Source: an optimization exercise on an open RTL-to-GDS flow (aim: small area). Production flows keep margins and buffers that such runs may drop.
Function not checked in this run: the RTL went through the layout flow alone.

==> flow/design.v <==
module median_filter_resource_optimized
(
    input                ck100m,
    input                srst_n,
    input                enable,
    input        [15:0]  in,
    output               out_enable,
    output reg   [15:0]  out
);
    localparam int NT = 7;              
    localparam int L  = 17;             
    reg [15:0] win  [0:9];
    reg [15:0] tail [0:NT-1];            
    reg [L-1:0] cand;
    reg [3:0]  m;
    reg [3:0]  nval;                     
    reg [6:0]  q;                        
    wire idle = ~q[6] & ~q[1];           
    assign out_enable = ~q[1] & q[0];    
    logic [7:0] sel;                     
    always_comb begin
        sel[0] = idle;
        for (int j = 1; j < 7; j++) sel[j] = q[7-j] & ~q[6-j];
        sel[7] = q[6] & q[0];
    end
    always @(posedge ck100m or negedge srst_n) begin
        if (~srst_n) begin
            q    <= 7'd0;
            nval <= 4'd0;
        end else begin
            q <= {idle ? enable : ~q[0], q[6:1]};
            if (enable && nval != 4'd10) nval <= nval + 4'd1;
        end
    end
    logic [15:0] w9sh;
    always_comb begin
        w9sh = '0;
        for (int j = 0; j < 7; j++)
            if (sel[j]) w9sh = w9sh | (win[9] << (2*j + 2));
    end
    always @(posedge ck100m) begin
        if (enable) begin
            win[0] <= in;
            for (int i = 1; i < 10; i++) win[i] <= win[i-1];
        end
        tail[0][15:2] <= w9sh[15:2];
        for (int t = 1; t < NT; t++)
            for (int b = 2 + 2*t; b < 16; b++) tail[t][b] <= tail[t-1][b-2];
    end
    logic [1:0] lane [0:L-1];
    always_comb begin
        for (int n = 0; n < 10; n++) begin
            lane[n] = 2'b00;
            for (int j = 0; j < 8; j++)
                if (sel[j]) lane[n] = lane[n] | win[n][15-2*j -: 2];
        end
        for (int t = 0; t < NT; t++) lane[10+t] = tail[t][15:14];
    end
    function automatic [3:0] tsum(input [16:0] x, input [3:0] m);
        logic t1, t2, t3, t4, t5, t6, t7, t8, t9, t10, t11, t12, t13, t14, t15, t16, t17, t18, t19, t20, t21, t22, t23, t24, t25, t26, t27, t28, t29, t30, t31, t32, t33, t34, t35, t36, t37, t38, t39, t40;
        t1 = x[0] ^ x[1] ^ x[2]; t2 = (x[0] & x[1]) | (x[0] & x[2]) | (x[1] & x[2]);
        t3 = x[3] ^ x[4] ^ x[5]; t4 = (x[3] & x[4]) | (x[3] & x[5]) | (x[4] & x[5]);
        t5 = x[6] ^ x[7] ^ x[8]; t6 = (x[6] & x[7]) | (x[6] & x[8]) | (x[7] & x[8]);
        t7 = x[9] ^ x[10] ^ x[11]; t8 = (x[9] & x[10]) | (x[9] & x[11]) | (x[10] & x[11]);
        t9 = x[12] ^ x[13] ^ x[14]; t10 = (x[12] & x[13]) | (x[12] & x[14]) | (x[13] & x[14]);
        t11 = x[15] ^ x[16] ^ m[0]; t12 = (x[15] & x[16]) | (x[15] & m[0]) | (x[16] & m[0]);
        t13 = t1 ^ t3 ^ t5; t14 = (t1 & t3) | (t1 & t5) | (t3 & t5);
        t15 = t7 ^ t9 ^ t11; t16 = (t7 & t9) | (t7 & t11) | (t9 & t11);
        t17 = t2 ^ t4 ^ t6; t18 = (t2 & t4) | (t2 & t6) | (t4 & t6);
        t19 = t8 ^ t10 ^ t12; t20 = (t8 & t10) | (t8 & t12) | (t10 & t12);
        t21 = t13 ^ t15; t22 = t13 & t15;
        t23 = t14 ^ t16 ^ t17; t24 = (t14 & t16) | (t14 & t17) | (t16 & t17);
        t25 = t19 ^ m[1]; t26 = t19 & m[1];
        t27 = t18 ^ t20 ^ m[2]; t28 = (t18 & t20) | (t18 & m[2]) | (t20 & m[2]);
        t29 = t22 ^ t23 ^ t25; t30 = (t22 & t23) | (t22 & t25) | (t23 & t25);
        t31 = t24 ^ t26 ^ t27; t32 = (t24 & t26) | (t24 & t27) | (t26 & t27);
        t33 = t30 ^ t31; t34 = t30 & t31;
        t35 = t32 ^ t28 ^ m[3]; t36 = (t32 & t28) | (t32 & m[3]) | (t28 & m[3]);
        t37 = t34 ^ t35; t38 = t34 & t35;
        t39 = t38 ^ t36; t40 = t38 & t36;
        tsum = {(t37 | t39 | t40), t33, t29, t21};
    endfunction
    logic [L-1:0] c_cur, lt1, lt2, lt3, c_new;
    logic [3:0] m_cur, s1, s2, s3, m_new;
    logic i1, i2, i3, ok1, ok2, ok3, cin;
    logic [1:0] d;
    always_comb begin
        if (idle) begin
            for (int n = 0; n < L; n++) c_cur[n] = (n < 10) && (n < nval);
            m_cur = 4'd12 - nval;
        end else begin
            c_cur = cand;
            m_cur = m;
        end
        for (int n = 0; n < L; n++) begin
            lt1[n] = c_cur[n] & ~lane[n][1] & ~lane[n][0];
            lt2[n] = c_cur[n] & ~lane[n][1];
            lt3[n] = c_cur[n] & ~(lane[n][1] & lane[n][0]);
        end
        i1 = idle & ~in[15] & ~in[14];
        i2 = idle & ~in[15];
        i3 = idle & ~(in[15] & in[14]);
        s1 = tsum(lt1, m_cur);
        s2 = tsum(lt2, m_cur);
        s3 = tsum(lt3, m_cur);
        ok1 = ~s1[3] & ~(i1 & (s1[2:0] == 3'd7));
        ok2 = ~s2[3] & ~(i2 & (s2[2:0] == 3'd7));
        ok3 = ~s3[3] & ~(i3 & (s3[2:0] == 3'd7));
        if (ok3)      begin d = 2'd3; m_new = s3 + {3'd0, i3}; end
        else if (ok2) begin d = 2'd2; m_new = s2 + {3'd0, i2}; end
        else if (ok1) begin d = 2'd1; m_new = s1 + {3'd0, i1}; end
        else          begin d = 2'd0; m_new = m_cur; end
        for (int n = 0; n < L; n++) c_new[n] = c_cur[n] & (lane[n] == d);
        cin = idle & (in[15:14] == d);
    end
    always @(posedge ck100m) begin
        m <= m_new;
        cand[9:0]    <= enable ? {c_new[8:0], cin} : c_new[9:0];
        cand[10]     <= enable & c_new[9];
        cand[L-1:11] <= c_new[L-2:10];
        for (int j = 0; j < 8; j++)
            if (sel[j]) out[15-2*j -: 2] <= d;
    end
endmodule
==> flow/run.sh <==
#!/bin/bash
# synth_recipe.tcl (not shown) runs the flow's synth.tcl, then flattens the netlist and writes it again
# the make line also repeats each setting of config.mk as NAME=value (left out here)
make -C /OpenROAD-flow-scripts/flow DESIGN_CONFIG=/design/flow/config.mk WORK_HOME=/design/flow/orfs CLKGATE_MAP_FILE= SYNTH_SCRIPT=/design/flow/synth_recipe.tcl finish
==> flow/config.mk <==
export PLATFORM = sky130hd
export DESIGN_NAME = median_filter_resource_optimized
export DESIGN_NICKNAME = median_filter_resource_optimized
export VERILOG_FILES = /design/flow/design.v
export SDC_FILE = /design/flow/constraint.sdc
export NUM_CORES = 4
export LEC_CHECK = 0
export CAP_MARGIN = 20
export CORE_MARGIN = 2
export CORE_UTILIZATION = 40
export SLEW_MARGIN = 20
==> flow/constraint.sdc <==
create_clock -name core_clock -period 5.0 [get_ports {ck100m}]
set_input_delay 1.0000 -clock core_clock [delete_from_list [all_inputs] [get_ports {ck100m}]]
set_output_delay 1.0000 -clock core_clock [all_outputs]
set_load 0.01 [all_outputs]
==> results.sh <==
export IMPL_grt_overflow=0
export IMPL_drc=0
export IMPL_place_detailed_hpwl_um=20700
export IMPL_crit_path_end_kind="flop"
export IMPL_final_setup_worst_slack_ns=-0.839
export IMPL_first_global_vias=8077
export IMPL_post_drt_via_cell_ratio=5.08
export IMPL_timing_fmax_ghz=0.171
export IMPL_hp_class="reg2reg"
export IMPL_delay_of_the_slowest_cell_on_the_worst_path_ns=0.56
export IMPL_max_slew_margin_rel=0.366
export IMPL_floorplan_initialDensity=0.409
export IMPL_timing_worst_setup_path_type="reg2reg"
export IMPL_synth_adder_area_share=0.101
export IMPL_finalInstanceArea_um2=15700
export IMPL_gp_congestion=0.869
export IMPL_initial_antenna_violation_count=0
export IMPL_cts_hold_buffers_added=0
export IMPL_synth_seq_cells=264
export IMPL_yosysUniqueCellTypes=66
export IMPL_die_area_um2=31000
export IMPL_design_final_nets=1264
export IMPL_setup_viol=37
export IMPL_cts_buffers=28
export IMPL_simple_logic_cell_fraction_of_the_synthesized_area=0.120
export IMPL_synth_area_per_cell_um2=12.6
export IMPL_layout_area_overhead_vs_synth_pct=33.0
export IMPL_final_max_slew_viol_count=0
export IMPL_clkTransAtPathRegs_ns=0.06
export IMPL_groute_usage_overall=0.188
export IMPL_clkSinkCount=264
export IMPL_synth_seq_area_share=0.600
export IMPL_worst_endpoint_arrival_ns=6.29
export IMPL_worst_skew_late_latency_ns=0.56
export IMPL_critical_path_cell_chain="or2_4 -> inv_8 -> buf_6 -> a32o_1 -> or4_4 -> buf_4 -> nand2_2 -> nand2_1 -> fa_2 -> fa_1 -> inv_1 -> fa_2 -> inv_2 -> fa_2 -> inv_1 -> fa_1 -> ha_4 -> ha_4 -> or3_4 -> a31o_4 -> nand2_8 -> nor3b_4 -> a311o_1 -> a32o_1"
export IMPL_hold_viol=0
export IMPL_transition_time_of_the_tightest_slew_check_pin_ns=0.944
export IMPL_synth_compound_area_frac=0.104
export IMPL_design_portCount=36
export IMPL_insertedDiodeCount=0
export IMPL_maxCapViolCount=0
export IMPL_fin_tns_setup_ns=-24.67
export IMPL_row_count=62
export IMPL_die_height_um=176
export IMPL_core_um2=28900
export IMPL_final_layout_size_suffix_gt1_frac=0.335
export IMPL_status="complete, but fails checks"
export IMPL_clk_root_buffer_cell="sky130_fd_sc_hd__clkbuf_16"
export IMPL_cp_start_kind="flop"
export IMPL_fin_crit_ns=5.84
export IMPL_grt_setup_unrepaired="yes"
export IMPL_drt_first_pass_iters=5
export IMPL_num_vias=8036
export IMPL_total_wire_length_after_detailed_routing_um=28600
export IMPL_layout_failed_checks="setup timing"
export IMPL_critical_path_required_ns=5.45
export IMPL_grt_start_max_net_pins=84
export IMPL_post_drt_wl_per_cell_um=18.1
export IMPL_critPathSlowestCell="sky130_fd_sc_hd__or4_4"
export IMPL_drtIter0Drc=605
export IMPL_finalCritPeriodShare=1.17
export IMPL_dpl_instance_area_um2=14100
export IMPL_final_util=0.544
export IMPL_timing_clock_skew_ns=0.0326
export IMPL_postSynth_asyncResetShare=0.0417
export IMPL_pre_cts_ws_ns=-1.05
export IMPL_tritoncts="yes"
export IMPL_die_width_um=176
export IMPL_synth_top_family_by_area="simple AND/OR/NAND/NOR gates"
export IMPL_synth_enable_flop_cells=176
export IMPL_post_synth_instance_area_um2=11800
export IMPL_layout_cells_most_common="sky130_fd_sc_hd__buf_4"
export IMPL_antenna_left=0
export IMPL_synth_warning_count=4
export IMPL_grt_pass1_wl_um=44800
export IMPL_post_synth_mux_area_share=0.00180
export IMPL_final_cell_mix="sky130_fd_sc_hd__buf_4 (192), sky130_fd_sc_hd__edfxtp_1 (176), sky130_fd_sc_hd__dfxtp_1 (77), sky130_fd_sc_hd__inv_1 (76), sky130_fd_sc_hd__nand2_1 (73)"
export IMPL_synth_main_ff_cell="sky130_fd_sc_hd__edfxtp_1"
export IMPL_buffer_ports_inserted=35
export IMPL_htree_num_levels=1
export IMPL_syn_num_nets=1024
export IMPL_timing_critical_path_mode_cell="sky130_fd_sc_hd__fa_2"
export IMPL_worstPathMaxFanout=8
export IMPL_synth_xor_area_frac=0.0207
export IMPL_max_clock_path_buffers=3
export IMPL_postSynthCellCount=936
sequential cells by signal, summed over array words and instances, names as in the netlist:
signal / cells
cand: 17
out: 16
tail: 56
q: 7
win: 160
nval: 4
m: 4
synth_stat cells (24+ instances only):
master,count,area share
sky130_fd_sc_hd__edfxtp_1,176,0.45
sky130_fd_sc_hd__inv_1,95,0.030
sky130_fd_sc_hd__dfxtp_1,77,0.13
sky130_fd_sc_hd__nand2_1,77,0.024
sky130_fd_sc_hd__fa_1,45,0.076
sky130_fd_sc_hd__nor2_1,33,0.010
sky130_fd_sc_hd__a22oi_1,32,0.020
sky130_fd_sc_hd__o21ai_0,29,0.012
sky130_fd_sc_hd__nand3b_1,28,0.018
sky130_fd_sc_hd__clkbuf_1,27,0.0086
sky130_fd_sc_hd__ha_1,24,0.025
sky130_fd_sc_hd__nor3_1,24,0.010
what timing repair did:
action                                  CTS  global route
buffers inserted                         12            16
resized for setup                        73            59
pin swaps                                43            45
endpoints found under the setup margin   37            37
gates cloned                              0             0
through the flow:
step / std cells / hold slack (ns)
after floorplan: 936 / 0.310
after global placement: 1503 / 0.310
after detailed placement: 1503 / 0.312
after CTS: 1566 / 0.323
after global routing: 1581 / 0.324
final: 1581 / 0.320
cell families (layout without fill, tap and decap cells):
group	after synthesis	after routing
simple gates	261	261
fa+ha+maj	69	69
xor+xnor	28	28
buf+inv	144	405
compound gates	168	168
flops	264	264
mux	2	2
worst paths after layout:
kind | end | start | slack (ns) | depth (start not counted)
max in group asynchronous | q[0]$_DFF_PN0_ | srst_n | 3.62 | 1
min in group asynchronous | q[4]$_DFF_PN0_ | srst_n | 0.88 | 1
worst max register to register | cand[6]$_DFF_P_ | q[1]$_DFF_PN0_ | -0.84 | 24
worst min-delay path | tail[2][14]$_DFF_P_ | tail[1][12]$_DFF_P_ | 0.32 | 0
worst max-delay path | cand[6]$_DFF_P_ | q[1]$_DFF_PN0_ | -0.84 | 24
worst min register to register | tail[2][14]$_DFF_P_ | tail[1][12]$_DFF_P_ | 0.32 | 0
worst max-delay path, delay by kind of cell (launching register included):
family                     cells  cell delay, ns
buffers and inverters          6            0.48
adders and majority gates      7            2.33
DFF                            1            0.40
AOI/OAI and AO/OA              4            1.06
and+or+nand+nor                7            1.44
metal layers:
layer / up-vias / GRT usage / share of wire
met5: - / 0 / 0
met4: 0 / 0.0517 / 0.028
met3: 44 / 0.0252 / 0.041
met2: 179 / 0.322 / 0.50
met1: 3968 / 0.251 / 0.44
li1: 3845 / - / -
cell type report:
type / instances / area, um2
fillers: 2457 / 13200
flip-flops and latches: 264 / 7100
multi-input cells: 528 / 4750
repair buffers: 256 / 2200
clock buffers: 45 / 776
well taps: 384 / 480
inverters: 98 / 380
clock inverters: 6 / 53.8

## separate check: timing with driven ports
In the flow no input, the clock included, has a driving cell. The finished layout below was timed again as built, in two steps.
Step 1: set_driving_cell puts a clkbuf_16 on ck100m and a buf_2 on each other input, an assumption about the parent block.
Step 2 also shifts input and output timing later by t, the mid clock arrival at the registers, as if the neighbouring blocks saw the same clock.
Three values: ideal ports, drivers, drivers and shift; two values: the first two.
t, ns: 0.591
slack for setup (ns): -0.839 / -0.839 / -0.839
clock arrival spread, ns: 0.033 / 0.033
The setup slack of this run moves by 0.000 ns with the drivers and by 0.000 ns with both steps.
